What follows belongs to an exercise in optimizing a design on an open flow for small area; a production flow would make more cautious choices.
Only simulation tests tie the RTL to the original design; equivalence was not proved.
The clock port is modelled as an ideal driver; clocking choices that lean on that would not hold on a real chip.
No activity file was given, so power comes from the tool's default toggle rates.

Design bt656_tx, start of the top module:
module bt656_tx
    #(
    parameter SYS_CLOCK         = 50000000,
    parameter PIXEL_CLOCK       = 12500000,
    parameter HACT_PIXELS       = 720*2,
    parameter HBLK_PIXELS       = (19+62+57)*2,
    parameter VACT_LINES_F1     = 240,
    parameter VBLK_LINES_F1_TOP = 18,
    parameter VBLK_LINES_F1_BOT = 4,
    parameter VACT_LINES_F2     = 240,
    parameter VBLK_LINES_F2_TOP = 18,
    parameter VBLK_LINES_F2_BOT = 5
    )(
    input wire i_ResetN,
    input wire i_SysClock,
    input wire i_TxValid,
    input wire i_InterlaceMode,
    input wire i_FirstField,
    input wire [15:0] i_FirstLine,
    output wire [7:0] o_Data,
    output wire o_PixelClock,
    output wire o_Vsignal,
    output wire o_Hsignal,
    output wire o_Fsignal
    );
For scale: roughly 140 cells after synthesis, roughly 28 flip-flops, roughly 33 I/O pins, roughly 0.0012 mm² of cells after synthesis.
==> flow/config.mk <==
export PLATFORM = sky130hd
export DESIGN_NAME = bt656_tx
export DESIGN_NICKNAME = bt656_tx
export VERILOG_FILES = /design/flow/design.v
export SDC_FILE = /design/flow/constraint.sdc
export NUM_CORES = 8
export LEC_CHECK = 0
export CAP_MARGIN = 20
export CORE_MARGIN = 2
export CORE_UTILIZATION = 40
export SLEW_MARGIN = 20
==> flow/constraint.sdc <==
create_clock -name core_clock -period 20.0 [get_ports {i_SysClock}]
set_input_delay 4.0000 -clock core_clock [delete_from_list [all_inputs] [get_ports {i_SysClock}]]
set_output_delay 4.0000 -clock core_clock [all_outputs]
set_load 0.01 [all_outputs]
standard.sh (not shown) runs the stock make flow with config.mk's settings and CLKGATE_MAP_FILE= SYNTH_SCRIPT=/design/flow/synth_recipe.tcl, a recipe that flattens the netlist after the stock synthesis.
==> flow/flow/run.sh <==
#!/bin/bash
# The standard ORFS layout (standard.sh) with changes that touch only how the
# combinational logic is mapped and how the ports and the clock are buffered.
#
# Synthesis: ORFS's own synthesis script (synth_recipe.tcl: same yosys passes, same
# registers and register names), except that
#  - adders are not pre-mapped to half/full-adder cells (ADDER_MAP_FILE empty), so
#    ABC maps all of the combinational logic, and
#  - ABC runs an area script (ABC_AREA=1) from flow/abc/ instead of ORFS's.
# Each script in flow/abc/ is tried in a scratch ORFS folder (trial_*/), and the
# one with the smallest cell area is then run for real by standard.sh.
#
# Layout: standard.sh finish, with the smallest buffer (buf_1) on the ports, a CTS
# tree of clkbuf_8 without dummy loads, and the root clock buffer (which drives
# only the leaf buffers) shrunk to clkbuf_1 after CTS (flow/post_cts.tcl).
#
# ORFS writes each step's log under orfs/logs (trial_*/orfs/logs for the trials);
# make's own output goes to flow_*.log here.
set -uo pipefail
HERE=$(pwd)

scripts_with() {  # $1: folder to make, $2: ABC script to use as abc_area.script
  rm -rf "$1"
  mkdir -p "$(dirname "$1")"
  cp -r "$FLOW_HOME/scripts" "$1"
  cp "$2" "$1/abc_area.script"
}

best=""
best_area=""
for s in "$HERE"/flow/abc/*.script; do
  n=$(basename "$s" .script)
  t="$HERE/trial_$n"
  scripts_with "$t/scripts" "$s"
  if bash standard.sh WORK_HOME="$t/orfs" SCRIPTS_DIR="$t/scripts" ABC_AREA=1 ADDER_MAP_FILE= synth \
      > "$HERE/flow_trial_$n.log" 2>&1; then
    a=$(awk '/Chip area for module/ {print $NF}' "$t"/orfs/reports/*/bt656_tx/base/synth_stat.txt)
    echo "trial $n: area $a" | tee -a "$HERE/flow_trials.log"
    if [[ -n "$a" ]] && { [[ -z "$best_area" ]] || awk -v a="$a" -v b="$best_area" 'BEGIN{exit !(a < b)}'; }; then
      best="$n"; best_area="$a"
    fi
  else
    echo "trial $n: failed" | tee -a "$HERE/flow_trials.log"
  fi
  rm -rf "$t/orfs/objects" "$t/orfs/results"
done
echo "chosen: $best ($best_area)" | tee -a "$HERE/flow_trials.log"

set -e
if [[ -n "$best" ]]; then
  scripts_with "$HERE/scripts_abc" "$HERE/flow/abc/$best.script"
  bash standard.sh SCRIPTS_DIR="$HERE/scripts_abc" ABC_AREA=1 ADDER_MAP_FILE= synth > "$HERE/flow_synth.log" 2>&1
else
  bash standard.sh synth > "$HERE/flow_synth.log" 2>&1
fi
export BUFFER_PORTS_ARGS="-buffer_cell sky130_fd_sc_hd__buf_1"
export CTS_ARGS="-sink_clustering_enable -repair_clock_nets -dont_use_dummy_load -buf_list sky130_fd_sc_hd__clkbuf_8 -root_buf sky130_fd_sc_hd__clkbuf_8"
export POST_CTS_TCL="$HERE/flow/post_cts.tcl"
bash standard.sh finish > "$HERE/flow_make.log" 2>&1
Other scripts of this flow, unchanged in this note and not shown: flow/flow/abc/dc2.script, flow/flow/abc/ds0.script, flow/flow/abc/ds1.script, flow/flow/abc/ds2.script, flow/flow/abc/ds3.script, flow/flow/abc/ds4.script, flow/flow/abc/ds5.script, flow/flow/abc/ds6.script, flow/flow/abc/ds7.script, flow/flow/post_cts.tcl
The starting point finished clean.
Edit:
--- a/flow/flow/run.sh
+++ b/flow/flow/run.sh
@@ -22,5 +22,4 @@
 scripts_with() {  # $1: folder to make, $2: ABC script to use as abc_area.script
   rm -rf "$1"
-  mkdir -p "$(dirname "$1")"
   cp -r "$FLOW_HOME/scripts" "$1"
   cp "$2" "$1/abc_area.script"
Result:
- The new run completed without violations
- routed wire length grows by 20%
- maximum frequency grows by 5.5%
- critical path depth shrinks by 3
- total power grows by 110%
- area after synthesis grows by 23%
- via count grows by 5.3%

========
bt656_tx, a different RTL version from the one above (not shown whole).
For scale: about 150 cells after synthesis, roughly 28 flip-flops, ~33 I/O pins, ~1300 um2 of cells after synthesis.
## bt656_tx
module bt656_tx
    #(
    parameter SYS_CLOCK         = 50000000,
    parameter PIXEL_CLOCK       = 12500000,
    parameter HACT_PIXELS       = 720*2,
    parameter HBLK_PIXELS       = (19+62+57)*2,
    parameter VACT_LINES_F1     = 240,
    parameter VBLK_LINES_F1_TOP = 18,
    parameter VBLK_LINES_F1_BOT = 4,
    parameter VACT_LINES_F2     = 240,
    parameter VBLK_LINES_F2_TOP = 18,
    parameter VBLK_LINES_F2_BOT = 5
    )(
    input wire i_ResetN,
    input wire i_SysClock,
    input wire i_TxValid,
    input wire i_InterlaceMode,
    input wire i_FirstField,
    input wire [15:0] i_FirstLine,
    output wire [7:0] o_Data,
    output wire o_PixelClock,
    output wire o_Vsignal,
    output wire o_Hsignal,
    output wire o_Fsignal
    );
clock: 20.0 ns
lec_check: 0
cap_margin: 20
core_margin: 2
core_utilization: 40
slew_margin: 20
==> flow/flow/run.sh <==
#!/bin/bash
# The standard ORFS layout (standard.sh) with changes that touch only how the
# combinational logic is mapped and how ports and the clock are buffered:
#  - synthesis is ORFS's own (synth_recipe.tcl, same registers and names), with ABC's
#    area script replaced by flow/abc_area.script (ABC_AREA=1, from a copy of the
#    ORFS scripts folder that differs only in that file);
#  - the port buffers are the smallest buffer, buf_1;
#  - CTS builds its tree from clkbuf_8 without dummy loads, and after CTS the root
#    clock buffer, which drives only the leaf buffers, is shrunk to clkbuf_1.
# ORFS writes each step's log under orfs/logs; make's output goes to flow_*.log here.
set -euo pipefail
HERE=$(pwd)
rm -rf "$HERE/scripts_abc"
cp -r "$FLOW_HOME/scripts" "$HERE/scripts_abc"
cp "$HERE/flow/abc_area.script" "$HERE/scripts_abc/abc_area.script"
bash standard.sh SCRIPTS_DIR="$HERE/scripts_abc" ABC_AREA=1 synth > "$HERE/flow_synth.log" 2>&1
export BUFFER_PORTS_ARGS="-buffer_cell sky130_fd_sc_hd__buf_1"
export CTS_ARGS="-sink_clustering_enable -repair_clock_nets -dont_use_dummy_load -buf_list sky130_fd_sc_hd__clkbuf_8 -root_buf sky130_fd_sc_hd__clkbuf_8"
export POST_CTS_TCL="$HERE/flow/post_cts.tcl"
bash standard.sh finish > "$HERE/flow_make.log" 2>&1
==> flow/flow/abc_area.script <==
&get -n
&deepsyn -J 100 -T 300
&put
dch -f
amap
topo
stime -c
==> flow/flow/post_cts.tcl <==
# Shrink the clock buffers that the clock port drives directly (the root of the tree,
# which drives only the leaf buffers) to clkbuf_1.
set net [[ord::get_db_block] findNet i_SysClock]
foreach it [$net getITerms] {
  set inst [$it getInst]
  if {[string match "*clkbuf*" [[$inst getMaster] getName]]} {
    puts "post_cts: [$inst getName] [[$inst getMaster] getName] -> sky130_fd_sc_hd__clkbuf_1"
    replace_cell [$inst getName] sky130_fd_sc_hd__clkbuf_1
  }
}
The baseline completed with no timing, DRC or antenna violations.
Then changed:
==> flow/flow/run.sh (replaced) <==
#!/bin/bash
# The standard ORFS layout (standard.sh, standard synthesis unchanged) with three
# changes that only touch buffering:
#  - the port buffers are the smallest buffer, buf_1;
#  - CTS builds its tree from clkbuf_8 without dummy loads;
#  - after CTS the root clock buffer, which drives only the leaf buffers, is shrunk to clkbuf_1.
# ORFS writes each step's log under orfs/logs; make's own output goes to flow_make.log here.
set -euo pipefail
HERE=$(pwd)
export BUFFER_PORTS_ARGS="-buffer_cell sky130_fd_sc_hd__buf_1"
export CTS_ARGS="-sink_clustering_enable -repair_clock_nets -dont_use_dummy_load -buf_list sky130_fd_sc_hd__clkbuf_8 -root_buf sky130_fd_sc_hd__clkbuf_8"
export POST_CTS_TCL="$HERE/flow/post_cts.tcl"
bash standard.sh finish > "$HERE/flow_make.log" 2>&1
removed: flow/flow/abc_area.script
After rerunning: Die area grows by 12%; synthesized cell count shrinks by 3.9%; clock-buffer cell count stays the same; sequential share of layout area shrinks by 3.7 points; worst setup slack is better by 0.38 ns; global-route usage shrinks by 0.49 points; total power shrinks by 0.49%; clock skew hardly moves; clock power shrinks by about 2%; routed wire length grows by 7.6%.

-- re-timing with driven ports --
The results above use ideal ports. As a check the final layouts listed here were re-extracted and re-timed, cells and wires unchanged. Step 1 sets driving cells, clkbuf_16 on the clock port and buf_2 on the other inputs (assumed; they add their load-dependent delay and slew). Step 2, shift: input delay + t, output delay - t, t = (earliest + latest rising clock arrival at the registers) / 2. This alone moves slack from input paths to output paths. Three values: no drivers, after step 1, after step 2; two values: the first two.
| run | t (ns) | slack for setup (ns) | hold slack, ns | worst slew at a driven data input, ns | pins driven straight from the clock port |
|---|---|---|---|---|---|
| the first run of note 1 | 0.347 | 13.621 / 13.601 / 13.947 | 0.423 / 0.423 / 0.423 | 0.03 | 1 |
| the second run of note 1 | 0.330 | 13.954 / 13.932 / 14.262 | 0.409 / 0.409 / 0.409 | 0.03 | 1 |
| the first run of note 2 | 0.381 | 13.509 / 13.488 / 13.869 | 0.449 / 0.449 / 0.449 | 0.03 | 1 |
| the second run of note 2 | 0.346 | 13.887 / 13.865 / 14.211 | 0.424 / 0.424 / 0.424 | 0.03 | 1 |
After both steps every run listed still meets setup and hold.
